Context: an optimization exercise on an open-source flow, tuned for small area and a short achievable clock period. The choices shown serve that exercise and are no tape-out recipe.

Setup of v6:
## DOUBLY_PIPELINE
module DOUBLY_PIPELINE(clk,xi,yi,r,ang,xf,yf);
input signed [15:0] xi,yi;
input clk;
output signed [15:0] r,ang;
output signed [15:0] xf,yf;
reg signed [15:6] xr, yr;   
reg signed [15:0] a2,a3,a4,a5,a6,a7,a8;
reg signed [15:0] b2,b3,b4,b5,b6,b7;
reg        t2;
reg [1:0]  t3;
reg [2:0]  t4;
reg [3:0]  t5;
reg [4:0]  t6;
reg [5:0]  t7;
reg [5:0]  t8;
reg signed [15:0] x2,x3,x4,x5,x6,x7,x8;
reg signed [15:0] y2,y3,y4,y5,y6,y7,y8;
reg signed [15:0] r_q, xf_q, yf_q;
reg [13:0] ang_q;
reg svn2, svn3, svn4, svn5, svn6;         
reg dxn1, dxn2, dxn3, dxn4, dxn5, dxn6;   
wire [15:0] sc_r, sc_x, sc_y;
scale16 u_sr(.v(a8), .q(sc_r));
scale16 u_sx(.v(x8), .q(sc_x));
scale16 u_sy(.v(y8), .q(sc_y));
wire signed [15:0] a1, b1;
wire c_a1, c_b1;
wire [5:0] a1lo_n, b1lo_n; wire ca_n, cb_n;
add6_skl u_a1lo(.a(xi[5:0]), .b(yi[5:0]), .cin(1'b0), .s(a1lo_n), .cout(ca_n));
add6_skl u_b1lo(.a(yi[5:0]), .b(~xi[5:0]), .cin(1'b1), .s(b1lo_n), .cout(cb_n));
reg [5:0] a1lo, b1lo; reg ca, cb;
wire [9:0] a1hi, b1hi;
add10_skl u_a1hi(.a(xr[15:6]), .b(yr[15:6]), .cin(ca), .s(a1hi), .cout(c_a1));
add10_skl u_b1hi(.a(yr[15:6]), .b(~xr[15:6]), .cin(cb), .s(b1hi), .cout(c_b1));
assign a1 = {a1hi, a1lo};
assign b1 = {b1hi, b1lo};
wire signed [15:0] sh_a2 = b1 >>> 1;
wire [15:0] n_a2; wire co_a2;
add_skl16 u_a2(.a(a1), .b(sh_a2 ^ {16{b1[15]}}), .cin(b1[15]), .s(n_a2), .cout(co_a2));
wire signed [15:0] sh_b2 = a1 >>> 1;
  ...
Size in the first run: roughly 3500 cells after synthesis, ~550 flip-flops, ~97 I/O pins.
export LEC_CHECK = 0
export CAP_MARGIN = 20
export CORE_MARGIN = 2
export CORE_UTILIZATION = 40
export CTS_CLUSTER_DIAMETER = 200
export CTS_CLUSTER_SIZE = 25
export SLEW_MARGIN = 20
create_clock -name core_clock -period 22.0 [get_ports {clk}]
standard.sh (not shown) runs the stock make flow with config.mk's settings and CLKGATE_MAP_FILE= SYNTH_SCRIPT=/design/flow/synth_recipe.tcl, a recipe that flattens the netlist after the stock synthesis.
==> flow/flow/run.sh <==
#!/bin/bash
set -euo pipefail
export BUFFER_PORTS_ARGS="-buffer_cell sky130_fd_sc_hd__buf_2"
export SETUP_SLACK_MARGIN=16.5
bash standard.sh > standard_flow.log 2>&1
v6 finished end to end and its layout was clean on timing, DRC and antenna.
--- input diff v6..v7 ---
--- a/flow/design.v
+++ b/flow/design.v
@@ -37,20 +37,20 @@
 wire signed [15:0] sh_a2 = b1 >>> 1;
 wire [15:0] n_a2; wire co_a2;
 add_skl16 u_a2(.a(a1), .b(sh_a2 ^ {16{b1[15]}}), .cin(b1[15]), .s(n_a2), .cout(co_a2));
 wire signed [15:0] sh_b2 = a1 >>> 1;
 wire [15:0] n_b2; wire co_b2;
 add_skl16 u_b2(.a(b1), .b(sh_b2 ^ {16{~b1[15]}}), .cin(~b1[15]), .s(n_b2), .cout(co_b2));
 wire signed [15:0] sh_x2 = b1 >>> 1;
 wire [15:0] n_x2; wire co_x2;
-add_skl16 u_x2(.a(a1), .b(sh_x2 ^ {16{t3[0]}}), .cin(t3[0]), .s(n_x2), .cout(co_x2));
+add_skl10 u_x2(.a(a1), .b(sh_x2 ^ {16{t3[0]}}), .cin(t3[0]), .s(n_x2), .cout(co_x2));
 wire signed [15:0] sh_y2 = a1 >>> 1;
 wire [15:0] n_y2; wire co_y2;
-add_skl16 u_y2(.a(b1), .b(sh_y2 ^ {16{~t3[0]}}), .cin(~t3[0]), .s(n_y2), .cout(co_y2));
+add_skl10 u_y2(.a(b1), .b(sh_y2 ^ {16{~t3[0]}}), .cin(~t3[0]), .s(n_y2), .cout(co_y2));
 wire signed [15:0] sh_a3 = b2 >>> 2;
 wire [15:0] n_a3; wire co_a3;
 add_skl10 u_a3(.a(a2), .b(sh_a3 ^ {16{b2[15]}}), .cin(b2[15]), .s(n_a3), .cout(co_a3));
 wire signed [15:0] sh_b3 = a2 >>> 2;
 wire [15:0] n_b3; wire co_b3;
 add_skl10 u_b3(.a(b2), .b(sh_b3 ^ {16{~b2[15]}}), .cin(~b2[15]), .s(n_b3), .cout(co_b3));
 wire signed [15:0] sh_a4 = b3 >>> 3;
 wire [15:0] n_a4; wire co_a4;
==> summary.txt <==
Compared to v6, v7 has core utilization 0.19 points lower. [compare] base=v6 new=v7: register share of the cell area saw a decrease; top fanout value on the critical path lower; design area went up about 0.6%. For routed wire length, v6 and v7 come out practically identical. Relative to v6, largest incremental delay on the critical path increased by 50 ps in v7. v7 vs v6: cell area after synthesis up slightly. The total of clock buffers placed in the layout in v7 was higher than what v6 gave. Summary of v7 over v6: synthesized cell count up 56; setup slack went down by 43 ps.
No functional check of the RTL was part of any run of this note.

[static timing again, ports no longer ideal]
No port has a modelled driver above. Below, the same layouts with a new extraction and two added sets of constraints. Step 1, drivers: a clkbuf_16 drives clk and a buf_2 each remaining input, both assumed. Step 2, shift: input delay + t, output delay - t, t = (earliest + latest rising clock arrival at the registers) / 2. This alone moves slack from input paths to output paths. a / b / c = no drivers / after step 1 / after step 2; a / b = the first two.
| run | t (ns) | setup slack, ns | pins driven straight from the clock port |
|---|---|---|---|
| v6 | 0.655 | 16.547 / 16.483 / 16.177 | 1 |
| v7 | 0.655 | 16.504 / 16.442 / 16.158 | 1 |
After both steps setup and hold are still met in every run listed. The setup slack of v6, which loses most, moves by -0.064 ns with the drivers and by -0.370 ns with both steps.
